Context: an optimization exercise on an open-source flow, tuned for small area, a short achievable clock period and few clock cycles per item. The choices shown serve that exercise and are no tape-out recipe.
Where RTL was checked, it was by simulation tests only, not by an equivalence proof against the original.
Only the layout flow was run in runs 3 and 4; the RTL was not checked for function there.
Power is estimated from default activity; no workload was simulated.

==> design/flow/config.mk <==
export PLATFORM = sky130hd
export DESIGN_NAME = prng
export DESIGN_NICKNAME = prng
export VERILOG_FILES = /design/flow/design.v
export SDC_FILE = /design/flow/constraint.sdc
export NUM_CORES = 8
export LEC_CHECK = 0
export CAP_MARGIN = 20
export CORE_MARGIN = 2
export CORE_UTILIZATION = 40
export SLEW_MARGIN = 70
==> design/flow/constraint.sdc <==
create_clock -name core_clock -period 9.0 [get_ports {clk}]
set_input_delay 1.8000 -clock core_clock [delete_from_list [all_inputs] [get_ports {clk}]]
set_output_delay 1.8000 -clock core_clock [all_outputs]
set_load 0.01 [all_outputs]
==> design/flow/design.v <==
`timescale 1ns / 1ps
module prng (
	input clk,     
	input rst,   
	input [31:0] seed,
	input start,
	input cont,
	output reg done,
	output [31:0] rand_num
);
localparam B  = 4;                 
localparam NB = (31 + B - 1) / B;  
reg [30:0] acc;    
reg  [2:0] cnt;    
reg  [3:0] nen;    
wire busy = !nen[0];
assign rand_num = {1'b0, acc};
wire [30:0] nen_bits = {{7{nen[3]}}, {8{nen[2]}}, {8{nen[1]}}, {8{nen[0]}}};
wire [30:0] b = ~({acc[2:0], acc[30:3]} | nen_bits);
wire [30:0] g = acc & b;    
wire [30:0] p = acc ^ b;    
localparam LB = (B > 8) ? 4 : (B > 4) ? 3 : (B > 2) ? 2 : (B > 1) ? 1 : 0;   
wire [30:0] lg [0:LB];
wire [30:0] lp [0:LB];
wire [30:0] gl = lg[LB];
wire [30:0] pl = lp[LB];
assign lg[0] = g;
assign lp[0] = p;
wire [NB-1:0] bg, bp;
wire [30:0] c;
genvar i, j, k;
generate
	for (k = 0; k < LB; k = k + 1) begin : local_level
		for (i = 0; i < 31; i = i + 1) begin : local_bit
			localparam LO = i - i % B;
			localparam OFF = i % B;
			localparam J = LO + (OFF & ~((2 << k) - 1)) + (1 << k) - 1;
			if ((OFF >> k) & 1) begin : merge
				assign lg[k+1][i] = lg[k][i] | lp[k][i] & lg[k][J];
				assign lp[k+1][i] = lp[k][i] & lp[k][J];
			end else begin : pass
				assign lg[k+1][i] = lg[k][i];
				assign lp[k+1][i] = lp[k][i];
			end
		end
	end
	for (j = 0; j < NB; j = j + 1) begin : block_gp
		localparam TOP = (j * B + B - 1 > 30) ? 30 : j * B + B - 1;
		assign bg[j] = gl[TOP];
		assign bp[j] = pl[TOP];
	end
endgenerate
localparam L = (NB > 16) ? 5 : (NB > 8) ? 4 : (NB > 4) ? 3 : (NB > 2) ? 2 : 1;   
wire [NB-1:0] cg [0:L];
wire [NB-1:0] cp [0:L];
assign cg[0] = bg;
assign cp[0] = bp;
generate
	for (k = 0; k < L; k = k + 1) begin : ring_level
		for (j = 0; j < NB; j = j + 1) begin : ring_block
			localparam J2 = (j + NB - (1 << k) % NB) % NB;
			assign cg[k+1][j] = cg[k][j] | cp[k][j] & cg[k][J2];
			assign cp[k+1][j] = cp[k][j] & cp[k][J2];
		end
	end
	for (i = 0; i < 31; i = i + 1) begin : carry
		localparam BI = i / B;
		localparam BPREV = (BI + NB - 1) % NB;
		if (i % B == 0) begin : first
			assign c[i] = cg[L][BPREV];
		end else begin : next
			assign c[i] = gl[i-1] | pl[i-1] & cg[L][BPREV];
		end
	end
endgenerate
wire [30:0] x = (busy || done) ? p : {seed[15:0], seed[30:16]};
always @(posedge clk)
	acc <= x ^ c;
always @(posedge clk) begin
	if (rst) begin
		nen  <= 4'hf;
		done <= 1'b0;
		cnt  <= 3'd0;
	end else if (busy) begin
		cnt <= cnt + 3'd1;
		if (cnt == 3'd4)        nen[0] <= 1'b1;
		if (cnt[2])             nen[1] <= 1'b1;
		if (cnt[2] && !cnt[1])  nen[2] <= 1'b1;
		if (cnt[2] && !cnt[0])  nen[3] <= 1'b1;
		if (cnt == 3'd4)        done  <= 1'b1;
	end else if (done) begin
		if (!start) done <= 1'b0;
	end else if (start) begin
		nen <= 4'd0;
		cnt <= 3'd0;
	end
end
endmodule
==> design/flow/flow/run.sh <==
#!/bin/bash
# The standard layout (standard.sh) with these changes:
#  - synthesis: ABC maps the logic with flow/abc.script instead of ORFS's
#    abc_speed.script; everything else, registers included, is as in the
#    standard flow;
#  - the port buffers are plain buffers (sky130_fd_sc_hd__buf_1) instead of
#    the cell buffer_ports picks by itself;
#  - timing repair aims for 6.3 ns of setup slack.
set -euo pipefail
cp -r "$FLOW_HOME/scripts" scripts
cp flow/abc.script scripts/abc_speed.script
export SCRIPTS_DIR="$PWD/scripts"
export BUFFER_PORTS_ARGS="-buffer_cell sky130_fd_sc_hd__buf_1"
export SETUP_SLACK_MARGIN=6.3
bash standard.sh > standard.log 2>&1
==> design/flow/flow/abc.script <==
&get -n
&st
&dch
&nf -R 20
&st
&syn2
&if -g -K 6
&synch2
&nf -R 20
&put
buffer -c
topo
stime -c
upsize -c
dnsize -c
==> design/flow/standard.sh <==
#!/bin/bash
# synth_recipe.tcl (not shown) runs the flow's synth.tcl, then flattens the netlist and writes it again
# the make line also repeats each setting of config.mk as NAME=value (left out here)
make -C /OpenROAD-flow-scripts/flow DESIGN_CONFIG=/design/flow/config.mk WORK_HOME=/design/flow/orfs CLKGATE_MAP_FILE= SYNTH_SCRIPT=/design/flow/synth_recipe.tcl "${@:-finish}"
==> results of run 1 <==
==> final timing paths <==
path	endpoint	cells past startpoint	startpoint	slack (ns)
worst max register to register	acc[30]$_DFF_P_	9	nen[2]$_SDFFE_PP1P_	6.40
worst min register to register	cnt[1]$_SDFFE_PP0P_	2	cnt[1]$_SDFFE_PP0P_	0.49
worst min-delay path	cnt[1]$_SDFFE_PP0P_	2	cnt[1]$_SDFFE_PP0P_	0.49
worst max-delay path	rand_num[21]	1	acc[21]$_DFF_P_	6.30
==> cell type report <==
cell class | instances | area [µm²]
Multi-Input combinational cell | 281 | 2061
Inverter | 11 | 41.29
Clock buffer | 5 | 68.82
Timing Repair Buffer | 68 | 275.3
Clock inverter | 3 | 20.02
Fill cell | 728 | 3448
Tap cell | 96 | 120.1
Sequential cell | 39 | 797.0
==> routing by layer <==
metal | track usage [%] | part of all wire, % | vias up
met3 | 3.205 | 5.2 | 5
li1 | - | - | 1353
met4 | 3.719 | 0.81 | 0
met5 | 0 | 0 | -
met1 | 25.16 | 50 | 1181
met2 | 28.37 | 44 | 57
==> timing repair <==
| action | 4_1_cts | 5_1_grt |
|---|---|---|
| setup buffers | 0 | 2 |
| pin swaps | 1 | 2 |
| setup endpoints to repair | 5 | 27 |
| resized for setup | 3 | 15 |
==> cells by family after synthesis <==
kind of cell / synth area share, %
other: 0.1324
adders and majority gates: 14.58
and+or+nand+nor: 17.01
buffers and inverters: 2.871
xor gates and xnor gates: 9.585
DFF: 27.56
AOI/OAI and AO/OA: 19.79
muxes: 8.481
==> cells in the mapped netlist (all sizes together), types with 6 or more instances <==
library cell and instances:
nor2 58, dfxtp 39, ha 33, a21oi 31, mux2i 24, nand2 17
xnor2 17, xor2 14, o21ai 13, inv 11, a21o 9, nand4 8
o21bai 6
==> sequential cells by signal, indices dropped and copies added (netlist names) <==
| register | flops |
|---|---|
| done | 1 |
| cnt | 3 |
| acc | 31 |
| nen | 4 |
==> report_power, final <==
part	internal (mW)	switching (mW)	total, mW
clock network	0.0541	0.0715	0.126
registers	0.256	0.0762	0.332
logic	0.267	0.379	0.646
total	0.577	0.527	1.10
==> impl_metrics.ini, run 1 <==
[floorplan]
dieArea_um2 = 7771
die_w_um = 88.16
io_pins = 69
core_area_um2 = 6832
start_util_pct = 41.47
die_y_um = 88.16
rows = 30

[global_routing]
antenna_found_initial = 0
grt_usage_pct = 17.77
grt_pass1_vias = 2403
grt-ovfl-total = 0
grt_max_degree = 40
grt_pass1_wl_um = 11050

[clocking]
cts_buffers = 5
path_clk_slew_ns = 0.08
cts_tree = built
cts_sinks = 39
clockRootBuffer = clkbuf_8
cts_buffer_depth = 2
htree_levels = 2
clk_latency_ns = 0.30
holdBufCountCts = 0

[worst_setup_path]
worst-path-buf-inv = 1
path_cells = buf_1
cp_max_fo = 3
cp_data_required_time_ns = 7.20
cp-start-kind = flip-flop
cp-end-kind = output port
crit_family = flip-flops
max_stage_delay_ns = 0.43
worstSetupPathType = flip-flop to output port
worst_ep_arrival_time_ns = 0.90
worst_path_max_delay_cell = dfxtp_1

[detailed_routing]
routed_wl_um = 6939
vias = 2596
drt-initial-drc-count = 68
drc = 0
postRouteAntennaNets = 0
firstDrtPassIters = 4
via_per_inst = 5.161
routedWlPerCell_um = 13.80

[yosys]
netlist_instances = 340
synth_top_area_share_pct = 27.56
yosysTopAreaCell = dfxtp_1
netlist_area_um2 = 2833
synthTopCellsByArea = dfxtp_1, ha_1, mux2i_1
yosysSeqAreaShare_pct = 27.56
ys_ff_latch = 39
netlist-cell-type-count = 48
synth_flop_cell = dfxtp_1
synth_edf_count = 0
syn_area_per_cell_um2 = 8.332
synth_warnings = 1
synth_nets = 409
synthArstFlopShare_pct = 0

[timing]
tns_ns = 0
drv_slew = 0
hold_ws_ns = 0.4939
fmax_mhz = 370.2
fin_ws_ns = 6.298
fin_crit_ns = 2.702
finalHoldViolations = 0
finalCritPeriodShare_pct = 30.02
setup_viol = 0
fin_skew_ns = 0.006060
rsz0062_at_grt = true

[finish]
drive_above_1_share_pct = 11.06
final_area_um2 = 3383
syn_to_final_growth_pct = 19.43
layout_common_cells = buf_1, nor2_1, ha_1
fin_nets = 475
final_common_cell = buf_1
final_util_pct = 49.52
fin_cells = 503
n_antenna_cell = 0

[min_path]
hold_path.class = flip-flop to flip-flop

[placement]
place.gp.congestion = 0.8647
dp_slack_ns = 6.173
dpl.hpwl_um = 5430
io_buffers = 65
placed_cells = 493
place_area_um2 = 3208

[job]
drv_cap = 0

[power]
irDropWorstVdd_uv = 137.5
p_per_area_nw_per_um2 = 326.3
power_leakage_nw = 1.509
finalPower_mw = 1.104

[status]
outcome = timing/DRC/antenna clean
Testbench counts, summed over its fixed seeds: cycles 18,432, items 2,048.
==> run 2: changes to the inputs <==
==> design/flow/flow/abc.script (replaced) <==
strash
dch
amap
topo
stime -c
buffer -c
upsize -c
dnsize -c
==> impl_metrics.ini, run 2 <==
[worst_setup_path]
crit_family = flip-flops
r2r_end = acc[27]$_DFF_P_
ff2ff_setup_slack_ns = 6.45
r2r-start = nen[2]$_SDFFE_PP1P_
worst-path-buf-inv = 1
cp-end-kind = output port
worst_path_max_delay_cell = dfxtp_1
cp_data_required_time_ns = 7.20
worstSetupPathType = flip-flop to output port
cp_max_fo = 3
worst_ep_arrival_time_ns = 0.85
cp-start-kind = flip-flop
path_cells = buf_1
worstRegToRegCells = 12
max_stage_delay_ns = 0.39

[finish]
fillers = 696
layout_common_cells = nor2_1, buf_1, a21oi_1
register_area_um2 = 798.3
fin_nets = 496
regMostFlops = acc
final_util_pct = 48.61
fin_cells = 508
final_common_cell = nor2_1
top_regs = acc x31, nen x4, cnt x3
multi_input_area_um2 = 1873
largest_register_ffs = 31
syn_to_final_growth_pct = 18.51
drive_above_1_share_pct = 12.38
n_antenna_cell = 0

[detailed_routing]
vias = 2752
drt-initial-drc-count = 109
routed_wl_um = 7120
postRouteAntennaNets = 0
drc = 0
routedWlPerCell_um = 14.02
via_per_inst = 5.417
firstDrtPassIters = 4

[global_routing]
grt_pass1_vias = 2526
grt_usage_pct = 18.69
grt_max_degree = 33
grt-ovfl-total = 0
antenna_found_initial = 0
grt_pass1_wl_um = 11420

[yosys]
yosys.cell_count.top_type = nor2_1
synth_flop_cell = dfxtp_1
synth.cells.most_frequent = nor2_1, dfxtp_1, a21oi_1, ha_1
syn_area_per_cell_um2 = 7.677
yosysTopAreaCell = dfxtp_1
synth_warnings = 1
synth_edf_count = 0
ys_ff_latch = 39
synthTopCellsByArea = dfxtp_1, ha_1, nor2_1
netlist-cell-type-count = 30
synthArstFlopShare_pct = 0
netlist_area_um2 = 2771
synth_top_area_share_pct = 28.17
synth_nets = 430
yosysSeqAreaShare_pct = 28.17
netlist_instances = 361

[placement]
placed_cells = 496
dpl.hpwl_um = 5428
place.gp.congestion = 0.8054
io_buffers = 65

[clocking]
cts_buffer_depth = 2
cts_sinks = 39
clk_latency_ns = 0.29
clockRootBuffer = clkbuf_8
htree_levels = 2
cts_tree = built
path_clk_slew_ns = 0.09
cts_buffers = 5
holdBufCountCts = 0

[floorplan]
io_pins = 69
die_w_um = 87.24
rows = 30
core_area_um2 = 6756
die_y_um = 87.24
dieArea_um2 = 7610
start_util_pct = 41.02

[timing]
fmax_mhz = 377.3
rsz0062_at_grt = false
drv_slew = 0
fin_crit_ns = 2.651
finalHoldViolations = 0
finalCritPeriodShare_pct = 29.45
fin_skew_ns = 0.007992
hold_ws_ns = 0.5186
tns_ns = 0
setup_viol = 0

[status]
outcome = timing/DRC/antenna clean

[power]
power_leakage_nw = 1.339
p_per_area_nw_per_um2 = 349.6
irDropWorstVdd_uv = 132.9

[min_path]
holdPathEnd = nen[3]$_SDFFE_PP1P_
hold_depth = 2
hold_path.class = flip-flop to flip-flop
min-delay-start = cnt[2]$_SDFFE_PP0P_

[job]
drv_cap = 0
## run 2: cell types whose count changed after synthesis, moves of 7 or more
cell      change
o22ai_1      +24
mux2i_1      -24
xor2_1       -14
nand2_1       +7
nor2_1       +20
xnor2_1      -17
clkinv_1      +7
o21a_1        +7
o22a_1        +8
a311oi_2      +7
nand4_1       -8
## run 2: where the power goes
| group | switching, mW | total [mW] | internal (mW) |
|---|---|---|---|
| Combinational | 0.393 | 0.644 | 0.251 |
| Clock | 0.0677 | 0.178 | 0.111 |
| Sequential | 0.0743 | 0.325 | 0.251 |
## run 2: layout make-up
cell class,instances,area share (%)
repair buffers,70,8.648
multi-input cells,287,57.03
clock inverters,3,2.057
clock buffers,5,2.095
well taps,80,3.048
inverters,24,2.819
flip-flops and latches,39,24.30
## run 2: routing by layer
layer / wire length [µm] / vias to the layer above / GRT usage (%)
met1: 3485 / 1236 / 25.26
li1: - / 1460 / -
met4: 46 / 0 / 4.336
met2: 3328 / 52 / 30.88
met3: 260 / 4 / 3.507
met5: 0 / - / 0
## run 2: metrics by stage
stage / area [µm²] / setup slack, ns / total power, mW
2_1_floorplan: 2771 / 6.575 / 0.7920
3_3_place_gp: 3080 / 6.221 / 0.9455
3_5_place_dp: 3084 / 6.314 / 0.9593
4_1_cts: 3222 / 6.313 / 1.142
5_1_grt: 3284 / 6.283 / 1.252
6_report: 3284 / 6.349 / 1.148
## run 2: timing repair
| action | in CTS | in global routing |
|---|---|---|
| endpoints found under the setup margin | 1 | 18 |
| cloned | 0 | 0 |
| pin swaps | 0 | 10 |
| resized for setup | 1 | 14 |
| buffers inserted | 0 | 4 |
## run 2: cells by family (layout without fill, tap and decap cells)
logic type	Yosys count	after routing	share of synthesized area [%]
buffers and inverters	35	102	4.876
flip-flops	39	39	28.17
other	1	1	0.1353
AND/OR/NAND/NOR	119	119	17.56
adder cells (fa/ha/maj)	33	33	14.90
AO/OA/AOI/OAI	134	134	34.36
## run 2: worst max path at each step
stage                                   start              end  slack, ns  cells after the start
after floorplan             nen[0]$_SDFF_PP1_  acc[23]$_DFF_P_       6.57                     13
after global placement      nen[0]$_SDFF_PP1_   acc[3]$_DFF_P_       6.22                     12
after detailed placement  nen[2]$_SDFFE_PP1P_  acc[19]$_DFF_P_       6.31                     12
after CTS                 nen[1]$_SDFFE_PP1P_  acc[19]$_DFF_P_       6.31                     12
after global routing          acc[26]$_DFF_P_     rand_num[26]       6.28                      1
final                          acc[4]$_DFF_P_      rand_num[4]       6.35                      1
==> run 3: changes to the inputs <==
--- a/design/flow/design.v
+++ b/design/flow/design.v
@@ -13,8 +13,8 @@
 reg [30:0] acc;    
 reg  [2:0] cnt;    
-reg  [3:0] nen;    
+reg  [2:0] nen;    
 wire busy = !nen[0];
 assign rand_num = {1'b0, acc};
-wire [30:0] nen_bits = {{7{nen[3]}}, {8{nen[2]}}, {8{nen[1]}}, {8{nen[0]}}};
+wire [30:0] nen_bits = {{10{nen[2]}}, {10{nen[1]}}, {11{nen[0]}}};
 wire [30:0] b = ~({acc[2:0], acc[30:3]} | nen_bits);
 wire [30:0] g = acc & b;    
@@ -74,10 +74,12 @@
 	end
 endgenerate
-wire [30:0] x = (busy || done) ? p : {seed[15:0], seed[30:16]};
+wire [2:0]  keep = ~nen | {3{done}};
+wire [30:0] keep_bits = {{10{keep[2]}}, {10{keep[1]}}, {11{keep[0]}}};
+wire [30:0] x = (p & keep_bits) | ({seed[15:0], seed[30:16]} & ~keep_bits);
 always @(posedge clk)
 	acc <= x ^ c;
 always @(posedge clk) begin
 	if (rst) begin
-		nen  <= 4'hf;
+		nen  <= 3'b111;
 		done <= 1'b0;
 		cnt  <= 3'd0;
@@ -87,10 +89,9 @@
 		if (cnt[2])             nen[1] <= 1'b1;
 		if (cnt[2] && !cnt[1])  nen[2] <= 1'b1;
-		if (cnt[2] && !cnt[0])  nen[3] <= 1'b1;
 		if (cnt == 3'd4)        done  <= 1'b1;
 	end else if (done) begin
 		if (!start) done <= 1'b0;
 	end else if (start) begin
-		nen <= 4'd0;
+		nen <= 3'b000;
 		cnt <= 3'd0;
 	end
==> impl_metrics.ini, run 3 <==
[yosys]
synthArstFlopShare_pct = 0
synth_top_area_share_pct = 27.80
syn_area_per_cell_um2 = 7.686
synth_nets = 425
synth_warnings = 1
netlist_instances = 356
netlist-cell-type-count = 31
yosys.cell_count.top_type = nor2_1
synth.cells.most_frequent = nor2_1, dfxtp_1, a21oi_1, ha_1, nand2_1
synthTopCellsByArea = dfxtp_1, ha_1, nor2_1
netlist_area_um2 = 2736
yosysTopAreaCell = dfxtp_1
yosysSeqAreaShare_pct = 27.80
ys_ff_latch = 38
synth_edf_count = 0
synth_flop_cell = dfxtp_1

[timing]
setup_viol = 0
tns_ns = 0
hold_ws_ns = 0.4983
rsz0062_at_grt = true
fin_skew_ns = 0.004827
finalHoldViolations = 0
fmax_mhz = 373.6
fin_crit_ns = 2.677
finalCritPeriodShare_pct = 29.74
drv_slew = 0

[clocking]
cts_tree = built
cts_buffer_depth = 2
cts_buffers = 5
clk_latency_ns = 0.29
holdBufCountCts = 0
htree_levels = 2
clockRootBuffer = clkbuf_8
path_clk_slew_ns = 0.08
cts_sinks = 38

[floorplan]
rows = 30
io_pins = 69
core_area_um2 = 6719
dieArea_um2 = 7519
die_w_um = 86.71
start_util_pct = 40.73
die_y_um = 86.71

[worst_setup_path]
cp_max_fo = 3
worst-path-buf-inv = 1
worst_path_max_delay_cell = dfxtp_1
cp-end-kind = output port
cp_data_required_time_ns = 7.20
crit_family = flip-flops
path_cells = buf_1
max_stage_delay_ns = 0.42
worstSetupPathType = flip-flop to output port
worst_ep_arrival_time_ns = 0.88
cp-start-kind = flip-flop
ff2ff_setup_slack_ns = 6.44

[finish]
top_regs = acc x31, cnt x3, nen x3
fillers = 683
fin_cells = 516
register_area_um2 = 774.5
regMostFlops = acc
fin_nets = 504
layout_common_cells = nor2_1, buf_1, dfxtp_1
multi_input_area_um2 = 1893
n_antenna_cell = 0
final_common_cell = nor2_1
final_area_um2 = 3361
largest_register_ffs = 31
syn_to_final_growth_pct = 22.82
drive_above_1_share_pct = 14.68

[global_routing]
grt_usage_pct = 19.30
grt_pass1_wl_um = 11700
grt-ovfl-total = 0
grt_max_degree = 15
antenna_found_initial = 0
grt_pass1_vias = 2534

[detailed_routing]
via_per_inst = 5.409
routed_wl_um = 7133
firstDrtPassIters = 4
postRouteAntennaNets = 0
drt-initial-drc-count = 113
routedWlPerCell_um = 13.82
drc = 0
vias = 2791

[placement]
placed_cells = 493
io_buffers = 65
place_area_um2 = 3059
place.gp.congestion = 0.9046
dpl.hpwl_um = 5531

[power]
irDropWorstVdd_uv = 143.4
power_leakage_nw = 1.390
p_per_area_nw_per_um2 = 355.6
finalPower_mw = 1.195

[status]
outcome = timing/DRC/antenna clean

[job]
drv_cap = 0

[min_path]
hold_path.class = flip-flop to flip-flop
## run 3: logic make-up (layout without fill, tap and decap cells)
family	count (synthesis)	in the layout	synth area share, %
buffers and inverters	32	112	4.527
AND/OR/NAND/NOR	119	119	17.74
flip-flops	38	38	27.80
adder cells (fa/ha/maj)	33	33	15.09
AO/OA/AOI/OAI	133	133	34.71
other	1	1	0.1370
## run 3: metal layers
layer,GRT usage (%),routed length [µm],up-vias
met4,4.972,74,0
li1,-,-,1463
met3,3.905,303,6
met5,0,0,-
met1,26.00,3365,1267
met2,31.54,3389,55
## run 3: layout make-up
class | count | area share, %
Clock buffer | 6 | 2.457
Tap cell | 80 | 2.978
Multi-Input combinational cell | 286 | 56.33
Sequential cell | 38 | 23.05
Inverter | 24 | 2.681
Clock inverter | 2 | 1.787
Timing Repair Buffer | 80 | 10.72
## run 3: worst reg2reg max path, delay by kind of cell, from the launching register on
| family | cells | cell delay [ns] |
|---|---|---|
| simple gates | 4 | 0.25 |
| buf+inv | 2 | 0.24 |
| compound gates | 6 | 1.26 |
| flops | 1 | 0.41 |
| fa+ha+maj | 1 | 0.33 |
## run 3: report_power, final
part	internal, mW	switching (mW)
combinational	0.286	0.408
sequential	0.246	0.0749
clock	0.118	0.0619
## run 3: metrics by stage
| step | utilization (%) | setup slack [ns] |
|---|---|---|
| global route | 50.02 | 6.249 |
| CTS | 47.73 | 6.302 |
| detailed placement | 45.53 | 6.231 |
| floorplan | - | 6.557 |
| global placement | 45.34 | 6.163 |
| finish | 50.02 | 6.323 |
## run 3: worst paths after layout
| path | start | endpoint | depth (start not counted) |
|---|---|---|---|
| worst max-delay path | acc[2]$_DFF_P_ | rand_num[2] | 1 |
| worst min-delay path | cnt[0]$_SDFFE_PP0P_ | cnt[0]$_SDFFE_PP0P_ | 1 |
| worst max register to register | nen[0]$_SDFF_PP1_ | acc[7]$_DFF_P_ | 13 |
| worst min register to register | cnt[0]$_SDFFE_PP0P_ | cnt[0]$_SDFFE_PP0P_ | 1 |
## run 3: repair_timing
item	4_1_cts	5_1_grt
setup endpoints to repair	8	14
buffers inserted	0	15
gates cloned	0	0
pin swaps	0	19
resized for setup	3	13
==> run 4: changes to the inputs <==
==> design/flow/flow/abc.script (replaced) <==
&get -n
&st
&syn2
&dch
&nf -R 20
&put
buffer -c
topo
stime -c
upsize -c
dnsize -c
==> impl_metrics.ini, run 4 <==
[floorplan]
io_pins = 69
die_y_um = 86.69
rows = 30
dieArea_um2 = 7515
start_util_pct = 40.71
die_w_um = 86.69
core_area_um2 = 6719

[yosys]
yosysTopAreaCell = dfxtp_1
synth_flop_cell = dfxtp_1
synthTopCellsByArea = dfxtp_1, ha_1, mux2i_1
synthArstFlopShare_pct = 0
synth_nets = 391
synth_top_area_share_pct = 27.81
ys_ff_latch = 38
netlist_area_um2 = 2735
synth_edf_count = 0
netlist-cell-type-count = 37
netlist_instances = 322
yosys.cell_count.top_type = nor2_1
yosysSeqAreaShare_pct = 27.81
synth.cells.most_frequent = nor2_1, dfxtp_1, a21oi_1, ha_1, mux2i_1
synth_warnings = 1
syn_area_per_cell_um2 = 8.494

[timing]
fmax_mhz = 374.0
fin_ws_ns = 6.326
fin_crit_ns = 2.674
drv_slew = 0
rsz0062_at_grt = true
fin_skew_ns = 0.005577
setup_viol = 0
tns_ns = 0
finalHoldViolations = 0
finalCritPeriodShare_pct = 29.71

[power]
finalPower_mw = 1.084
irDropWorstVdd_uv = 127.9
p_per_area_nw_per_um2 = 336.5
power_leakage_nw = 1.460

[finish]
fin_nets = 459
final_area_um2 = 3222
fin_cells = 471
syn_to_final_growth_pct = 17.80
final_common_cell = buf_1
largest_register_ffs = 31
regMostFlops = acc
top_regs = acc x31, cnt x3, nen x3
n_antenna_cell = 0
layout_common_cells = buf_1, nor2_1, ha_1, dfxtp_1, a21oi_1
drive_above_1_share_pct = 11.25

[worst_setup_path]
cp-end-kind = output port
cp_max_fo = 3
worst_ep_arrival_time_ns = 0.87
crit_family = flip-flops
cp_data_required_time_ns = 7.20
cp-start-kind = flip-flop
path_cells = buf_1
max_stage_delay_ns = 0.41
worstSetupPathType = flip-flop to output port
crit_start = acc[28]$_DFF_P_
worst-path-buf-inv = 1
r2r-start = nen[1]$_SDFFE_PP1P_
worst_path_max_delay_cell = dfxtp_1

[placement]
placed_cells = 460
place.gp.congestion = 0.8208
place_area_um2 = 3072
dp_slack_ns = 6.120
io_buffers = 65
dpl.hpwl_um = 5142

[global_routing]
grt_pass1_vias = 2430
antenna_found_initial = 0
grt-ovfl-total = 0
grt_pass1_wl_um = 10870
grt_usage_pct = 18.01
grt_max_degree = 20

[clocking]
clockRootBuffer = clkbuf_8
path_clk_slew_ns = 0.08
holdBufCountCts = 0
cts_sinks = 38
cts_tree = built
htree_levels = 2
clk_latency_ns = 0.29
cts_buffers = 5
cts_buffer_depth = 2

[detailed_routing]
routed_wl_um = 6449
routedWlPerCell_um = 13.69
drc = 0
postRouteAntennaNets = 0
via_per_inst = 5.221
firstDrtPassIters = 4
drt-initial-drc-count = 62
vias = 2459

[job]
drv_cap = 0

[min_path]
min-delay-start = cnt[1]$_SDFFE_PP0P_
hold_path.class = flip-flop to flip-flop

[status]
outcome = timing/DRC/antenna clean
run 4: area by class of cell:
class / instances / area (µm²)
clock inverters: 1 / 5.005
inverters: 7 / 26.28
well taps: 80 / 100.1
repair buffers: 70 / 281.5
multi-input cells: 268 / 1951
clock buffers: 7 / 86.33
flip-flops and latches: 38 / 772.0
fillers: 674 / 3497
run 4: cell families (layout without fill, tap and decap cells):
kind of cell | Yosys count | count (layout) | share of synthesized area [%]
mux | 29 | 29 | 10.61
buf+inv | 16 | 85 | 2.379
simple gates | 96 | 96 | 15.74
other cells | 1 | 1 | 0.1371
compound gates | 78 | 78 | 18.30
xor+xnor | 31 | 31 | 9.927
flops | 38 | 38 | 27.81
fa+ha+maj | 33 | 33 | 15.10
run 4: final timing paths:
kind | to | slack (ns) | cells past startpoint
worst max-delay path | rand_num[28] | 6.33 | 1
worst min-delay path | cnt[1]$_SDFFE_PP0P_ | 0.53 | 2
worst max register to register | acc[19]$_DFF_P_ | 6.43 | 11
worst min register to register | cnt[1]$_SDFFE_PP0P_ | 0.53 | 2
run 4: per-stage QoR:
step                util, %  hold WS, ns
finish                47.95       0.5294
global route          47.95       0.5713
CTS                   47.13       0.5421
detailed placement    45.72       0.5242
global placement      45.47       0.5015
floorplan                 -       0.4811
run 4: power breakdown:
part | leakage (nW) | switching (mW) | internal, mW
logic | 1.09 | 0.373 | 0.260
registers | 0.320 | 0.0756 | 0.249
clock network | 0.0482 | 0.0639 | 0.0619
total | 1.46 | 0.513 | 0.571
run 4: per-layer routing:
layer	global-route usage, %	vias to the layer above	wire length (µm)
met4	5.540	0	95
li1	-	1282	-
met5	0	-	0
met2	29.16	50	2898
met1	23.95	1120	3220
met3	3.905	7	235
run 4: timing repair:
| action | in CTS | in global routing |
|---|---|---|
| resized for setup | 2 | 9 |
| setup endpoints to repair | 2 | 20 |
| setup buffers | 0 | 3 |
==> run 5: changes to the inputs <==
--- a/design/flow/design.v
+++ b/design/flow/design.v
@@ -13,8 +13,8 @@
 reg [30:0] acc;    
 reg  [2:0] cnt;    
-reg  [2:0] nen;    
+reg  [1:0] nen;    
 wire busy = !nen[0];
 assign rand_num = {1'b0, acc};
-wire [30:0] nen_bits = {{10{nen[2]}}, {10{nen[1]}}, {11{nen[0]}}};
+wire [30:0] nen_bits = {{15{nen[1]}}, {16{nen[0]}}};
 wire [30:0] b = ~({acc[2:0], acc[30:3]} | nen_bits);
 wire [30:0] g = acc & b;    
@@ -74,6 +74,6 @@
 	end
 endgenerate
-wire [2:0]  keep = ~nen | {3{done}};
-wire [30:0] keep_bits = {{10{keep[2]}}, {10{keep[1]}}, {11{keep[0]}}};
+wire [1:0]  keep = ~nen | {2{done}};
+wire [30:0] keep_bits = {{15{keep[1]}}, {16{keep[0]}}};
 wire [30:0] x = (p & keep_bits) | ({seed[15:0], seed[30:16]} & ~keep_bits);
 always @(posedge clk)
@@ -81,5 +81,5 @@
 always @(posedge clk) begin
 	if (rst) begin
-		nen  <= 3'b111;
+		nen  <= 2'b11;
 		done <= 1'b0;
 		cnt  <= 3'd0;
@@ -88,10 +88,9 @@
 		if (cnt == 3'd4)        nen[0] <= 1'b1;
 		if (cnt[2])             nen[1] <= 1'b1;
-		if (cnt[2] && !cnt[1])  nen[2] <= 1'b1;
 		if (cnt == 3'd4)        done  <= 1'b1;
 	end else if (done) begin
 		if (!start) done <= 1'b0;
 	end else if (start) begin
-		nen <= 3'b000;
+		nen <= 2'b00;
 		cnt <= 3'd0;
 	end
==> impl_metrics.ini, run 5 <==
[status]
outcome = timing/DRC/antenna clean

[timing]
rsz0062_at_grt = true
fin_skew_ns = 0.01026
fmax_mhz = 377.2
finalHoldViolations = 0
tns_ns = 0
finalCritPeriodShare_pct = 29.45
setup_viol = 0
drv_slew = 0
fin_crit_ns = 2.651

[worst_setup_path]
worst_path_max_delay_cell = dfxtp_1
path_cells = buf_1
worstSetupPathType = flip-flop to output port
worst_ep_arrival_time_ns = 0.85
cp_max_fo = 3
worst-path-buf-inv = 1
ff2ff_setup_slack_ns = 6.47
max_stage_delay_ns = 0.40
cp-start-kind = flip-flop
cp_data_required_time_ns = 7.20
crit_family = flip-flops
cp-end-kind = output port

[finish]
drive_above_1_share_pct = 11.66
layout_common_cells = buf_1, nor2_1, ha_1
n_antenna_cell = 0
largest_register_ffs = 31
fin_nets = 454
top_regs = acc x31, cnt x3, nen x2
fin_cells = 463
fillers = 648
syn_to_final_growth_pct = 20.36
final_util_pct = 50.20
final_common_cell = buf_1
regMostFlops = acc

[power]
clkPwrFrac_pct = 15.2
switching_share_pct = 45.19
finalPower_mw = 1.135
intPower_uw = 622.2
comb_power_share_pct = 56.8
irDropWorstVdd_uv = 123.4
seqPwrFrac_pct = 28.0
p_per_area_nw_per_um2 = 352.1
p_sw_uw = 512.9
power_leakage_nw = 1.462

[global_routing]
grt-ovfl-total = 0
grt_max_degree = 21
grt_pass1_vias = 2354
antenna_found_initial = 0
grt_pass1_wl_um = 10400
grt_usage_pct = 17.36

[yosys]
ys_ff_latch = 37
yosysTopAreaCell = dfxtp_1
synth_nets = 384
synth_edf_count = 0
synthArstFlopShare_pct = 0
syn_area_per_cell_um2 = 8.504
synth_warnings = 1
synth.cells.most_frequent = nor2_1, dfxtp_1, ha_1, mux2i_1, a21oi_1
netlist_instances = 315
yosysSeqAreaShare_pct = 27.65
synth_flop_cell = dfxtp_1
synthTopCellsByArea = dfxtp_1, ha_1, mux2i_1
netlist_area_um2 = 2679
yosys.cell_count.top_type = nor2_1
synth_top_area_share_pct = 27.65
netlist-cell-type-count = 34

[placement]
io_buffers = 65
dpl.hpwl_um = 5073
place.gp.congestion = 0.8179
placed_cells = 453

[detailed_routing]
firstDrtPassIters = 20
drc = 0
routed_wl_um = 6249
drt-initial-drc-count = 65
routedWlPerCell_um = 13.50
via_per_inst = 5.184
vias = 2400
postRouteAntennaNets = 0

[job]
drv_cap = 0

[floorplan]
dieArea_um2 = 7368
core_area_um2 = 6422
die_w_um = 85.84
rows = 29
io_pins = 69
start_util_pct = 41.71
die_y_um = 85.84

[clocking]
clockRootBuffer = clkbuf_8
cts_buffer_depth = 2
clk_latency_ns = 0.29
htree_levels = 2
holdBufCountCts = 0
cts_tree = built
cts_buffers = 5
cts_sinks = 37
path_clk_slew_ns = 0.08

[min_path]
hold_path.class = flip-flop to flip-flop
[run 5: cell count changes after synthesis, moves of 2 or more]
cell	previous run	this run
a21oi_2	4	6
a21oi_1	34	28
nand2_1	19	21
clkbuf_1	5	3
or2_2	2	0
buf_2	1	3
[run 5: power groups by stage]
stage | Clock [mW] | Combinational (mW) | Sequential [mW]
floorplan | 0 | 0.448 | 0.336
global placement | 0 | 0.617 | 0.323
detailed placement | 0 | 0.630 | 0.324
CTS | 0.179 | 0.634 | 0.320
global route | 0.185 | 0.728 | 0.329
finish | 0.173 | 0.644 | 0.318
[run 5: logic make-up (layout without fill, tap and decap cells)]
family                   count (synthesis)  in the layout  synth area share [%]
AND/OR/NAND/NOR                         93             93                 14.99
AO/OA/AOI/OAI                           75             75                 18.31
flip-flops                              37             37                 27.65
adder cells (fa/ha/maj)                 33             33                 15.41
XOR/XNOR                                31             31                 10.14
multiplexers                            29             29                 10.84
buffers and inverters                   16             87                 2.522
other                                    1              1                0.1400
[run 5: metrics by stage]
step                      setup slack, ns  hold WS [ns]  instance area, µm²
after floorplan                     6.356        0.4232                2680
after global placement              6.082        0.4414                2984
after detailed placement            6.290        0.4503                3037
after CTS                           6.310        0.4662                3174
after global routing                6.292        0.4909                3224
final                               6.349        0.4612                3224
[run 5: metal layers]
metal | global-route usage [%] | share of wire (%) | up-vias
met5 | 0 | 0 | -
met4 | 4.329 | 0.61 | 0
met3 | 3.176 | 3.7 | 2
met2 | 28.91 | 47 | 44
met1 | 23.22 | 49 | 1083
li1 | - | - | 1271
[run 5: layout make-up]
cell class / instances / area, µm² / share of cell area [%]
clock buffer: 5 / 68.82 / 2.134
clock inverter: 3 / 65.06 / 2.018
inverter: 8 / 30.03 / 0.9313
multi-input combinational: 262 / 1917 / 59.45
sequential: 37 / 754.5 / 23.40
tap: 77 / 96.34 / 2.988
timing repair buffer: 71 / 292.8 / 9.080
[run 5: final timing paths]
path,startpoint,to,depth (start not counted)
worst max register to register,nen[0]$_SDFF_PP1_,acc[25]$_DFF_P_,11
worst min-delay path,cnt[2]$_SDFFE_PP0P_,cnt[2]$_SDFFE_PP0P_,1
worst max-delay path,acc[1]$_DFF_P_,rand_num[1],1
worst min register to register,cnt[2]$_SDFFE_PP0P_,cnt[2]$_SDFFE_PP0P_,1
[run 5: repair_timing]
item | in CTS | in global routing
setup buffers | 0 | 2
resized for setup | 2 | 7
endpoints found under the setup margin | 2 | 14
Testbench counts of run 5, summed over its fixed seeds: cycles 18,432, items 2,048.
==> run 6: changes to the inputs <==
==> design/flow/flow/abc.script (replaced) <==
strash
dch
amap
topo
stime -c
buffer -c
upsize -c
dnsize -c
==> impl_metrics.ini, run 6 <==
[floorplan]
core_area_um2 = 6459
die_y_um = 86.24
rows = 29
start_util_pct = 41.88
dieArea_um2 = 7436
die_w_um = 86.24
io_pins = 69

[worst_setup_path]
cp_data_required_time_ns = 7.20
max_stage_delay_ns = 0.43
worst_path_max_delay_cell = dfxtp_1
path_cells = buf_1
cp_max_fo = 3
worstSetupPathType = flip-flop to output port
worst-path-buf-inv = 1
worst_ep_arrival_time_ns = 0.90
crit_family = flip-flops
ff2ff_setup_slack_ns = 6.37
cp-start-kind = flip-flop
cp-end-kind = output port

[detailed_routing]
routed_wl_um = 7077
postRouteAntennaNets = 0
routedWlPerCell_um = 13.82
drc = 0
vias = 2763
via_per_inst = 5.396
firstDrtPassIters = 4
drt-initial-drc-count = 88

[yosys]
yosys.cell_count.top_type = nor2_1
synthTopCellsByArea = dfxtp_1, ha_1, nor2_1
synth_flop_cell = dfxtp_1
synth_edf_count = 0
netlist-cell-type-count = 30
yosysTopAreaCell = dfxtp_1
yosysSeqAreaShare_pct = 27.38
synthArstFlopShare_pct = 0
netlist_instances = 352
synth_top_area_share_pct = 27.38
syn_area_per_cell_um2 = 7.685
synth.cells.most_frequent = nor2_1, dfxtp_1, a21oi_1, ha_1, o22ai_1
ys_ff_latch = 37
synth_warnings = 1
netlist_area_um2 = 2705
synth_nets = 421

[placement]
place.gp.congestion = 0.8199
dpl.hpwl_um = 5386
io_buffers = 65
dp_slack_ns = 6.248

[min_path]
hold_path.class = flip-flop to flip-flop

[timing]
finalHoldViolations = 0
rsz0062_at_grt = true
fin_crit_ns = 2.697
finalCritPeriodShare_pct = 29.97
drv_slew = 0
fmax_mhz = 370.8
fin_ws_ns = 6.303
setup_viol = 0
fin_skew_ns = 0.008076
tns_ns = 0

[finish]
fin_nets = 504
layout_common_cells = nor2_1, buf_1, a21oi_1
fillers = 683
largest_register_ffs = 31
top_regs = acc x31, cnt x3, nen x2
syn_to_final_growth_pct = 21.92
drive_above_1_share_pct = 16.78
final_common_cell = nor2_1
n_antenna_cell = 0
regMostFlops = acc

[power]
irDropWorstVdd_uv = 155.7
power_leakage_nw = 1.370
p_per_area_nw_per_um2 = 345.2

[status]
outcome = timing/DRC/antenna clean

[global_routing]
antenna_found_initial = 0
grt_use_met2_pct = 32.84
grt_pass1_wl_um = 12080
gr-usage-met3_pct = 4.190
grt_pass1_vias = 2700
grt_usage_pct = 20.00
grt-ovfl-total = 0
grt_max_degree = 23
busiest_layer = met2
grt.met1_usage_pct = 26.64

[clocking]
path_clk_slew_ns = 0.07
htree_levels = 2
cts_buffers = 5
clk_latency_ns = 0.29
cts_buffer_depth = 2
clockRootBuffer = clkbuf_8
cts_sinks = 37
cts_tree = built

[job]
drv_cap = 0
run 6: cell types whose count changed in the layout (fill, tap and decap cells not counted), sizes merged, moves of 8 or more:
cell	change
xnor2	-18
o21a	+9
nor2	+23
o22ai	+24
inv	+9
mux2i	-29
buf	+9
o22a	+8
xor2	-13
run 6: logic make-up (layout without fill, tap and decap cells):
family,count (synthesis),in the layout,synth area share (%)
simple gates,115,115,17.44
other cells,1,1,0.1386
fa+ha+maj,33,33,15.26
compound gates,132,132,34.92
buf+inv,34,117,4.857
flops,37,37,27.38
run 6: timing repair:
action	4_1_cts	5_1_grt
buffers inserted	0	18
endpoints found under the setup margin	7	24
cloned	0	0
resized for setup	1	17
pin swaps	0	17
hold buffers	0	0
hold endpoints to repair	0	0
run 6: report_power, final:
group / leakage (nW) / internal, mW / switching, mW
clock: 0.0443 / 0.0608 / 0.0595
sequential: 0.312 / 0.241 / 0.0736
combinational: 1.01 / 0.290 / 0.413
run 6: path summary, 6_finish.rpt:
check | endpoint | from | cells after the start
setup / recovery | rand_num[18] | acc[18]$_DFF_P_ | 1
hold / removal | cnt[0]$_SDFFE_PP0P_ | cnt[0]$_SDFFE_PP0P_ | 1
setup reg to reg | acc[26]$_DFF_P_ | nen[1]$_SDFFE_PP1P_ | 11
hold reg to reg | cnt[0]$_SDFFE_PP0P_ | cnt[0]$_SDFFE_PP0P_ | 1
run 6: cell type report:
type	instances	area [µm²]	area share, %
multi-input combinational	281	1862	56.45
sequential	37	750.7	22.76
timing repair buffer	85	407.9	12.37
inverter	25	95.09	2.883
tap	77	96.34	2.921
clock buffer	7	86.33	2.618
run 6: layer usage:
layer	vias up	wire, µm
li1	1451	-
met5	-	0
met4	0	89
met1	1245	3425
met3	9	320
met2	58	3241
run 6: through the flow:
step	util (%)	power (mW)	area, µm²	std cells	hold slack (ns)
2_1_floorplan	-	0.7918	2706	352	0.4460
4_1_cts	48.24	1.084	3115	494	0.4945
6_report	51.07	1.138	3298	512	0.4989
5_1_grt	51.07	1.259	3298	512	0.5204
3_3_place_gp	46.80	0.9511	3023	487	0.4772
3_5_place_dp	46.86	0.9602	3027	487	0.4843
==> run 7: changes to the inputs <==
--- a/design/flow/design.v
+++ b/design/flow/design.v
@@ -13,8 +13,8 @@
 reg [30:0] acc;    
 reg  [2:0] cnt;    
-reg  [1:0] nen;    
+reg  [3:0] nen;    
 wire busy = !nen[0];
 assign rand_num = {1'b0, acc};
-wire [30:0] nen_bits = {{15{nen[1]}}, {16{nen[0]}}};
+wire [30:0] nen_bits = {{7{nen[3]}}, {8{nen[2]}}, {8{nen[1]}}, {8{nen[0]}}};
 wire [30:0] b = ~({acc[2:0], acc[30:3]} | nen_bits);
 wire [30:0] g = acc & b;    
@@ -74,12 +74,10 @@
 	end
 endgenerate
-wire [1:0]  keep = ~nen | {2{done}};
-wire [30:0] keep_bits = {{15{keep[1]}}, {16{keep[0]}}};
-wire [30:0] x = (p & keep_bits) | ({seed[15:0], seed[30:16]} & ~keep_bits);
+wire [30:0] x = (busy || done) ? p : {seed[15:0], seed[30:16]};
 always @(posedge clk)
 	acc <= x ^ c;
 always @(posedge clk) begin
 	if (rst) begin
-		nen  <= 2'b11;
+		nen  <= 4'hf;
 		done <= 1'b0;
 		cnt  <= 3'd0;
@@ -88,9 +86,11 @@
 		if (cnt == 3'd4)        nen[0] <= 1'b1;
 		if (cnt[2])             nen[1] <= 1'b1;
+		if (cnt[2] && !cnt[1])  nen[2] <= 1'b1;
+		if (cnt[2] && !cnt[0])  nen[3] <= 1'b1;
 		if (cnt == 3'd4)        done  <= 1'b1;
 	end else if (done) begin
 		if (!start) done <= 1'b0;
 	end else if (start) begin
-		nen <= 2'b00;
+		nen <= 4'd0;
 		cnt <= 3'd0;
 	end
==> design/flow/flow/run.sh (replaced) <==
#!/bin/bash
# The standard layout (standard.sh) with these changes:
#  - synthesis: ABC's technology mapping (&nf) may relax delay for area
#    (-R 20); everything else, registers included, is as in the standard flow;
#  - the port buffers are plain buffers (buf_1 on inputs, buf_2 on outputs),
#    placed by flow/buffer_ports.tcl instead of ORFS's own buffer_ports call;
#  - timing repair aims for 6.4 ns of setup slack.
set -euo pipefail
cp -r "$FLOW_HOME/scripts" scripts
sed -i 's/^&nf$/\&nf -R 20/' scripts/abc_speed.script
export SCRIPTS_DIR="$PWD/scripts"
export DONT_BUFFER_PORTS=1
export PRE_GLOBAL_PLACE_TCL="$PWD/flow/buffer_ports.tcl"
export SETUP_SLACK_MARGIN=6.4
bash standard.sh > standard.log 2>&1
==> design/flow/flow/buffer_ports.tcl (new file) <==
# Port buffers: every input and output port gets one, as in the standard flow,
# but of a chosen plain buffer cell rather than the one buffer_ports picks.
buffer_ports -inputs -buffer_cell sky130_fd_sc_hd__buf_1
buffer_ports -outputs -buffer_cell sky130_fd_sc_hd__buf_2
removed: design/flow/flow/abc.script
==> impl_metrics.ini, run 7 <==
[power]
finalPower_mw = 1.040
irDropWorstVdd_uv = 147.4
seqPwrFrac_pct = 36.4
p_sw_uw = 495.3
clkPwrFrac_pct = 12.0
intPower_uw = 544.5
power_leakage_nw = 1.372
comb_power_share_pct = 51.6
p_per_area_nw_per_um2 = 333.2
switching_share_pct = 47.64

[detailed_routing]
firstDrtPassIters = 4
drc = 0
drt-initial-drc-count = 72
routedWlPerCell_um = 15.36
vias = 2391
wl_met2_um = 3182
met3_length_um = 511
routed_wl_um = 6711
wl_met1_um = 2960
highest_layer = met4
postRouteAntennaNets = 0
via_per_inst = 5.471

[yosys]
yosys.cell_count.top_type = nor2_1
synthTopCellsByArea = dfxtp_1, ha_1, mux2i_1
synth_nets = 405
synth_compound_area_share_pct = 18.36
synthAdderAreaFrac_pct = 14.53
synth_simple_gate_area_share_pct = 17.17
netlist_instances = 336
yosysSeqAreaShare_pct = 27.48
netlist-cell-type-count = 47
synth_edf_count = 0
synth_top_area_share_pct = 27.48
synth.cells.most_frequent = nor2_1, dfxtp_1, a21oi_1, ha_1, mux2i_1
synth_xor_area_share_pct = 9.555
yosysTopAreaCell = dfxtp_1
syn_area_per_cell_um2 = 8.457
synth_flop_cell = dfxtp_1
ys_ff_latch = 39
netlist_area_um2 = 2841
synthArstFlopShare_pct = 0
synthMuxAreaShare_pct = 9.863
synth_warnings = 1
synth_top_family_by_area = compound AO/OA/AOI/OAI gates

[min_path]
hold_path.class = flip-flop to flip-flop

[floorplan]
die_y_um = 88.29
io_pins = 69
dieArea_um2 = 7794
die_w_um = 88.29
start_util_pct = 41.59
core_area_um2 = 6832
rows = 30

[status]
outcome = timing/DRC/antenna clean

[timing]
finalCritPeriodShare_pct = 28.27
rsz0062_at_grt = true
finalHoldViolations = 0
fmax_mhz = 393.0
drv_slew = 0
hold_ws_ns = 0.4887
fin_crit_ns = 2.545
fin_skew_ns = 0.009138
tns_ns = 0
setup_viol = 0

[global_routing]
grt_max_degree = 21
antenna_found_initial = 0
grt_usage_pct = 17.61
grt-ovfl-total = 0
grt_pass1_wl_um = 10930
grt_pass1_vias = 2290

[worst_setup_path]
cp-end-kind = output port
cp_max_fo = 3
worst_ep_arrival_time_ns = 0.74
cp_data_required_time_ns = 7.20
cp-start-kind = flip-flop
ff2ff_setup_slack_ns = 6.52
worstSetupPathType = flip-flop to output port

[clocking]
clockRootBuffer = clkbuf_8
cts_buffers = 5
cts_sinks = 39
clk_latency_ns = 0.30
htree_levels = 2
cts_buffer_depth = 2
cts_tree = built
holdBufCountCts = 0
path_clk_slew_ns = 0.09

[placement]
place_area_um2 = 2937
io_buffers = 65
placed_cells = 425
place.gp.congestion = 0.8436
dpl.hpwl_um = 5283

[finish]
final_area_um2 = 3120
n_antenna_cell = 0
top_regs = acc x31, nen x4, cnt x3
largest_register_ffs = 31
fin_nets = 409
regMostFlops = acc
final_common_cell = nor2_1
syn_to_final_growth_pct = 9.819
drive_above_1_share_pct = 14.96
fin_cells = 437
layout_common_cells = nor2_1, a21oi_1, ha_1

[job]
drv_cap = 0
==> run 7: worst paths after layout <==
path / start / end / depth (start not counted)
worst max-delay path: acc[26]$_DFF_P_ / rand_num[26] / 0
worst min-delay path: cnt[1]$_SDFFE_PP0P_ / cnt[1]$_SDFFE_PP0P_ / 2
worst max register to register: acc[26]$_DFF_P_ / acc[30]$_DFF_P_ / 10
worst min register to register: cnt[1]$_SDFFE_PP0P_ / cnt[1]$_SDFFE_PP0P_ / 2
==> run 7: metrics by stage <==
stage	worst slack, ns	util, %
floorplan	6.534	-
global placement	6.110	42.86
detailed placement	6.240	42.99
CTS	6.416	44.47
global route	6.372	45.68
finish	6.455	45.68
==> run 7: cell type report <==
cell class / count / area [µm²]
clock inverters: 3 / 25.02
fillers: 706 / 3711
flip-flops and latches: 39 / 802.0
well taps: 96 / 120.1
multi-input cells: 279 / 2026
repair buffers: 6 / 45.04
inverters: 9 / 33.78
clock buffers: 5 / 68.82
==> run 7: power by group through the flow <==
stage | registers, mW | logic (mW) | clock network (mW)
2_1_floorplan | 0.346 | 0.429 | 0
3_3_place_gp | 0.382 | 0.498 | 0
3_5_place_dp | 0.382 | 0.510 | 0
4_1_cts | 0.378 | 0.514 | 0.131
5_1_grt | 0.392 | 0.609 | 0.138
6_report | 0.378 | 0.536 | 0.125
==> run 7: timing repair <==
action / CTS / global route
endpoints found under the setup margin: 3 / 8
setup buffers: 0 / 4
pin swaps: 1 / 5
resized for setup: 4 / 17
==> run 7: tightest hold or removal path, cell delays in order (launching register included) <==
cell and delay (ns):
dfxtp_1 0.33, nand3_1 0.07, a21oi_1 0.06
==> run 7: cell families (layout without fill, tap and decap cells) <==
kind of cell | count (synthesis) | count (layout)
AO/OA/AOI/OAI | 84 | 84
XOR/XNOR | 31 | 31
adder cells (fa/ha/maj) | 33 | 33
buffers and inverters | 18 | 23
flip-flops | 39 | 39
multiplexers | 28 | 28
other | 1 | 1
AND/OR/NAND/NOR | 102 | 102
==> run 7: per-layer routing <==
layer  up-vias  GRT usage [%]
met5         -              0
met4         0          3.994
met3         6          5.690
met2        55          28.23
met1      1115          23.19
li1       1215              -
Testbench counts of run 7, summed over its fixed seeds: cycles 18,432, items 2,048.
==> run 8: changes to the inputs <==
--- a/design/flow/flow/run.sh
+++ b/design/flow/flow/run.sh
@@ -5,5 +5,5 @@
 #  - the port buffers are plain buffers (buf_1 on inputs, buf_2 on outputs),
 #    placed by flow/buffer_ports.tcl instead of ORFS's own buffer_ports call;
-#  - timing repair aims for 6.4 ns of setup slack.
+#  - timing repair aims for 6.35 ns of setup slack.
 set -euo pipefail
 cp -r "$FLOW_HOME/scripts" scripts
@@ -12,4 +12,4 @@
 export DONT_BUFFER_PORTS=1
 export PRE_GLOBAL_PLACE_TCL="$PWD/flow/buffer_ports.tcl"
-export SETUP_SLACK_MARGIN=6.4
+export SETUP_SLACK_MARGIN=6.35
 bash standard.sh > standard.log 2>&1
==> impl_metrics.ini, run 8 <==
[power]
power_leakage_nw = 1.365
p_per_area_nw_per_um2 = 332.9
irDropWorstVdd_uv = 146.9

[yosys]
synth_edf_count = 0
synth_top_area_share_pct = 27.48
netlist-cell-type-count = 47
syn_area_per_cell_um2 = 8.457
yosys.cell_count.top_type = nor2_1
synth_nets = 405
synth_flop_cell = dfxtp_1
yosysTopAreaCell = dfxtp_1
yosysSeqAreaShare_pct = 27.48
netlist_area_um2 = 2841
ys_ff_latch = 39
synthArstFlopShare_pct = 0
synthTopCellsByArea = dfxtp_1, ha_1, mux2i_1
netlist_instances = 336
synth_warnings = 1
synth.cells.most_frequent = nor2_1, dfxtp_1, a21oi_1, ha_1, mux2i_1

[timing]
tns_ns = 0
fin_skew_ns = 0.008986
fmax_mhz = 391.2
drv_slew = 0
rsz0062_at_grt = true
fin_crit_ns = 2.556
finalCritPeriodShare_pct = 28.40
finalHoldViolations = 0
setup_viol = 0

[finish]
regMostFlops = acc
top_regs = acc x31, nen x4, cnt x3
syn_to_final_growth_pct = 8.983
fillers = 703
n_antenna_cell = 0
fin_cells = 436
layout_common_cells = nor2_1, a21oi_1, ha_1
largest_register_ffs = 31
final_area_um2 = 3097
final_common_cell = nor2_1
fin_nets = 408
drive_above_1_share_pct = 13.24

[global_routing]
grt_usage_pct = 17.61
grt_pass1_wl_um = 10930
grt-ovfl-total = 0
grt_pass1_vias = 2290
grt_max_degree = 21
antenna_found_initial = 0

[placement]
dpl.hpwl_um = 5283
place.gp.congestion = 0.8436
placed_cells = 425
place_area_um2 = 2937
io_buffers = 65

[worst_setup_path]
cp_max_fo = 4
cp-end-kind = output port
cp-start-kind = flip-flop
ff2ff_setup_slack_ns = 6.46
cp_data_required_time_ns = 7.20
worstSetupPathType = flip-flop to output port
worst_ep_arrival_time_ns = 0.76

[detailed_routing]
drc = 0
postRouteAntennaNets = 0
routed_wl_um = 6669
drt-initial-drc-count = 75
vias = 2356
routedWlPerCell_um = 15.30
firstDrtPassIters = 6
via_per_inst = 5.404

[floorplan]
dieArea_um2 = 7794
io_pins = 69
die_w_um = 88.29
rows = 30
core_area_um2 = 6832
die_y_um = 88.29
start_util_pct = 41.59

[clocking]
htree_levels = 2
holdBufCountCts = 0
cts_buffers = 5
cts_sinks = 39
clk_latency_ns = 0.30
cts_buffer_depth = 2
path_clk_slew_ns = 0.09
cts_tree = built
clockRootBuffer = clkbuf_8

[job]
drv_cap = 0

[min_path]
hold_path.class = flip-flop to flip-flop

[status]
outcome = timing/DRC/antenna clean
## run 8: area by class of cell
type / count / area (µm²) / area share (%)
tap: 96 / 120.1 / 3.879
sequential: 39 / 798.3 / 25.78
clock buffer: 5 / 68.82 / 2.222
multi-input combinational: 279 / 2013 / 65.01
clock inverter: 3 / 25.02 / 0.8081
timing repair buffer: 5 / 37.54 / 1.212
inverter: 9 / 33.78 / 1.091
## run 8: logic make-up (layout without fill, tap and decap cells)
group | after synthesis | in the layout | share of synthesized area (%)
DFF | 39 | 39 | 27.48
and+or+nand+nor | 102 | 102 | 17.17
other | 1 | 1 | 0.1320
xor gates and xnor gates | 31 | 31 | 9.555
buffers and inverters | 18 | 22 | 2.906
muxes | 28 | 28 | 9.864
AOI/OAI and AO/OA | 84 | 84 | 18.36
adders and majority gates | 33 | 33 | 14.53
## run 8: through the flow
| stage | power (mW) | worst slack, ns | utilization, % | hold WS, ns |
|---|---|---|---|---|
| final | 1.031 | 6.444 | 45.33 | 0.4893 |
| after global routing | 1.129 | 6.312 | 45.33 | 0.5058 |
| after global placement | 0.8801 | 6.110 | 42.86 | 0.4775 |
| after CTS | 1.023 | 6.379 | 44.45 | 0.4931 |
| after floorplan | 0.7752 | 6.534 | - | 0.4584 |
| after detailed placement | 0.8918 | 6.240 | 42.99 | 0.4800 |
## run 8: where the power goes
| group | total [mW] | switching [mW] | internal, mW |
|---|---|---|---|
| clock network | 0.126 | 0.0702 | 0.0555 |
| logic | 0.528 | 0.299 | 0.229 |
| registers | 0.377 | 0.121 | 0.256 |
| total | 1.03 | 0.491 | 0.540 |
## run 8: worst paths after layout
check	start	end	cells past startpoint
hold / removal	cnt[1]$_SDFFE_PP0P_	cnt[1]$_SDFFE_PP0P_	2
setup / recovery	done$_SDFFE_PP0P_	done	0
setup reg to reg	acc[30]$_DFF_P_	acc[15]$_DFF_P_	9
hold reg to reg	cnt[1]$_SDFFE_PP0P_	cnt[1]$_SDFFE_PP0P_	2
## run 8: what timing repair did
action	in CTS	in global routing
cloned	0	0
pin swaps	1	4
endpoints found under the setup margin	1	10
buffers inserted	0	3
resized for setup	3	12
## run 8: metal layers
metal  GRT usage, %  part of all wire (%)
met3          5.690                   7.6
met4          3.994                  0.87
met1          23.19                    45
met5              0                     0
met2          28.23                    47
==> run 9: changes to the inputs <==
--- a/design/flow/flow/run.sh
+++ b/design/flow/flow/run.sh
@@ -5,5 +5,5 @@
 #  - the port buffers are plain buffers (buf_1 on inputs, buf_2 on outputs),
 #    placed by flow/buffer_ports.tcl instead of ORFS's own buffer_ports call;
-#  - timing repair aims for 6.35 ns of setup slack.
+#  - timing repair aims for 6.3 ns of setup slack.
 set -euo pipefail
 cp -r "$FLOW_HOME/scripts" scripts
@@ -12,4 +12,4 @@
 export DONT_BUFFER_PORTS=1
 export PRE_GLOBAL_PLACE_TCL="$PWD/flow/buffer_ports.tcl"
-export SETUP_SLACK_MARGIN=6.35
+export SETUP_SLACK_MARGIN=6.3
 bash standard.sh > standard.log 2>&1
==> impl_metrics.ini, run 9 <==
[worst_setup_path]
worstSetupPathType = flip-flop to output port
cp_data_required_time_ns = 7.20
crit_end = done
worstRegToRegCells = 10
r2r-start = acc[10]$_DFF_P_
r2r_end = acc[3]$_DFF_P_
ff2ff_setup_slack_ns = 6.50
worst_ep_arrival_time_ns = 0.76
cp-start-kind = flip-flop
cp-end-kind = output port
path_depth = 0
cp_max_fo = 4
crit_start = done$_SDFFE_PP0P_

[yosys]
ys_ff_latch = 39
synthArstFlopShare_pct = 0
synth_nets = 405
synth_top_area_share_pct = 27.48
yosys.cell_count.top_type = nor2_1
synth.cells.most_frequent = nor2_1, dfxtp_1, a21oi_1, ha_1, mux2i_1
synth_warnings = 1
yosysSeqAreaShare_pct = 27.48
synth_flop_cell = dfxtp_1
yosysTopAreaCell = dfxtp_1
netlist_instances = 336
synthTopCellsByArea = dfxtp_1, ha_1, mux2i_1
syn_area_per_cell_um2 = 8.457
netlist-cell-type-count = 47
netlist_area_um2 = 2841
synth_edf_count = 0

[global_routing]
grt_pass1_vias = 2289
antenna_found_initial = 0
grt_pass1_wl_um = 10920
grt_max_degree = 21
grt_usage_pct = 17.59
grt-ovfl-total = 0

[finish]
fillers = 705
register_area_um2 = 792.0
drive_above_1_share_pct = 11.54
top_regs = acc x31, nen x4, cnt x3
layout_common_cells = nor2_1, a21oi_1, dfxtp_1
regMostFlops = acc
n_antenna_cell = 0
fin_cells = 434
fin_nets = 406
final_util_pct = 44.96
syn_to_final_growth_pct = 8.102
final_common_cell = nor2_1
multi_input_area_um2 = 2009
largest_register_ffs = 31

[power]
seqPwrFrac_pct = 36.6
p_per_area_nw_per_um2 = 334.3
clkPwrFrac_pct = 12.3
intPower_uw = 537.2
p_sw_uw = 489.8
irDropWorstVdd_uv = 149.1
comb_power_share_pct = 51.1
power_leakage_nw = 1.354
switching_share_pct = 47.69

[placement]
io_buffers = 65
placed_cells = 425
place.gp.congestion = 0.8436
dpl.hpwl_um = 5283

[floorplan]
rows = 30
dieArea_um2 = 7794
die_y_um = 88.29
die_w_um = 88.29
start_util_pct = 41.59
core_area_um2 = 6832
io_pins = 69

[timing]
fmax_mhz = 391.1
fin_crit_ns = 2.557
drv_slew = 0
rsz0062_at_grt = false
fin_skew_ns = 0.007052
finalCritPeriodShare_pct = 28.41
finalHoldViolations = 0
tns_ns = 0
hold_ws_ns = 0.4888
setup_viol = 0

[clocking]
path_clk_slew_ns = 0.09
cts_tree = built
htree_levels = 2
cts_buffers = 5
clk_latency_ns = 0.30
cts_sinks = 39
cts_buffer_depth = 2
clockRootBuffer = clkbuf_8

[detailed_routing]
postRouteAntennaNets = 0
vias = 2359
via_per_inst = 5.435
routedWlPerCell_um = 15.27
routed_wl_um = 6627
drc = 0
firstDrtPassIters = 4
drt-initial-drc-count = 86

[min_path]
min-delay-start = cnt[1]$_SDFFE_PP0P_
hold_path.class = flip-flop to flip-flop
hold_depth = 2

[status]
outcome = timing/DRC/antenna clean

[job]
drv_cap = 0
## run 9: kinds of logic (layout without fill, tap and decap cells)
kind of cell	Yosys count	count (layout)	share of synthesized area (%)
and+or+nand+nor	102	102	17.17
AOI/OAI and AO/OA	84	84	18.36
DFF	39	39	27.48
adders and majority gates	33	33	14.53
xor gates and xnor gates	31	31	9.555
muxes	28	28	9.864
buffers and inverters	18	20	2.906
other	1	1	0.1320
## run 9: worst min-delay path by stage
stage | to | slack (ns)
floorplan | cnt[1]$_SDFFE_PP0P_ | 0.46
detailed placement | cnt[1]$_SDFFE_PP0P_ | 0.48
global placement | cnt[1]$_SDFFE_PP0P_ | 0.48
global route | cnt[1]$_SDFFE_PP0P_ | 0.51
CTS | cnt[1]$_SDFFE_PP0P_ | 0.49
finish | cnt[1]$_SDFFE_PP0P_ | 0.49
## run 9: metrics by stage
step | area (µm²) | power [mW] | setup slack, ns
after CTS | 3033 | 1.023 | 6.328
after global routing | 3072 | 1.124 | 6.301
final | 3072 | 1.027 | 6.443
after detailed placement | 2937 | 0.8918 | 6.240
after floorplan | 2841 | 0.7752 | 6.534
after global placement | 2928 | 0.8801 | 6.110
## run 9: repair_timing
item,in CTS,in global routing
resized for setup,1,9
hold buffers,0,0
pin swaps,0,3
endpoints found under the setup margin,1,8
buffers inserted,0,1
## run 9: layout make-up
cell class / instances / share of cell area, %
Inverter: 9 / 1.100
Tap cell: 96 / 3.910
Clock inverter: 3 / 0.8147
Clock buffer: 5 / 2.240
Multi-Input combinational cell: 279 / 65.42
Timing Repair Buffer: 3 / 0.7332
Sequential cell: 39 / 25.78
## run 9: layer usage
metal  vias up  share of wire (%)  GRT usage (%)  routed length (µm)
met5         -                  0              0                   0
met4         0               0.86          3.994                  57
met3         6                7.7          5.690                 509
li1       1209                  -              -                   -
met2        58                 47          28.23                3089
met1      1086                 45          23.14                2970
## run 9: worst register-to-register path, stage by stage (launching register included)
cell     delay [ns]
dfxtp_1        0.45
nor2_1         0.07
ha_1           0.31
a21oi_1        0.23
o21ai_1        0.13
a21oi_1        0.25
o21ai_2        0.16
a221o_1        0.35
a21o_1         0.22
a21oi_2        0.15
xor2_1         0.14
## run 9: power groups by stage
stage	registers, mW	clock network, mW	logic [mW]
6_report	0.376	0.126	0.525
5_1_grt	0.389	0.138	0.597
4_1_cts	0.378	0.131	0.514
3_5_place_dp	0.382	0	0.510
3_3_place_gp	0.382	0	0.498
2_1_floorplan	0.346	0	0.429

==> what the ideal ports hide <==
No port has a modelled driver above. Below, the same layouts with a new extraction and two added sets of constraints. Step 1, drivers: a clkbuf_16 drives clk and a buf_2 each remaining input, both assumed. Step 2 also shifts input and output timing later by t, the mid clock arrival at the registers, as if the neighbouring blocks saw the same clock. a / b / c = ideal / step 1 / step 2; a / b = the first two.
run	shift t [ns]	slack for setup (ns)	worst setup path after step 2	latest minus earliest clock arrival (ns)	slew at the worst register clock pin (ns)
run 1	0.327	6.298 / 6.272 / 6.395	register to register	0.007 / 0.006	0.09 / 0.09
run 2	0.316	6.349 / 6.322 / 6.448	register to register	0.008 / 0.008	0.09 / 0.09
run 3	0.318	6.323 / 6.292 / 6.356	input to register	0.005 / 0.005	0.08 / 0.08
run 4	0.324	6.326 / 6.293 / 6.121	input to register	0.006 / 0.006	0.08 / 0.08
run 5	0.311	6.349 / 6.318 / 6.468	register to register	0.010 / 0.011	0.08 / 0.08
run 6	0.319	6.303 / 6.274 / 6.373	register to register	0.008 / 0.008	0.08 / 0.08
run 7	0.321	6.455 / 6.425 / 6.525	register to register	0.009 / 0.009	0.09 / 0.09
run 8	0.322	6.444 / 6.414 / 6.462	register to register	0.009 / 0.009	0.09 / 0.09
run 9	0.324	6.443 / 6.413 / 6.495	register to register	0.007 / 0.007	0.09 / 0.09
After both steps every run listed still meets setup and hold. The setup slack of run 4, which loses most, moves by -0.033 ns with the drivers and by -0.205 ns with both steps.
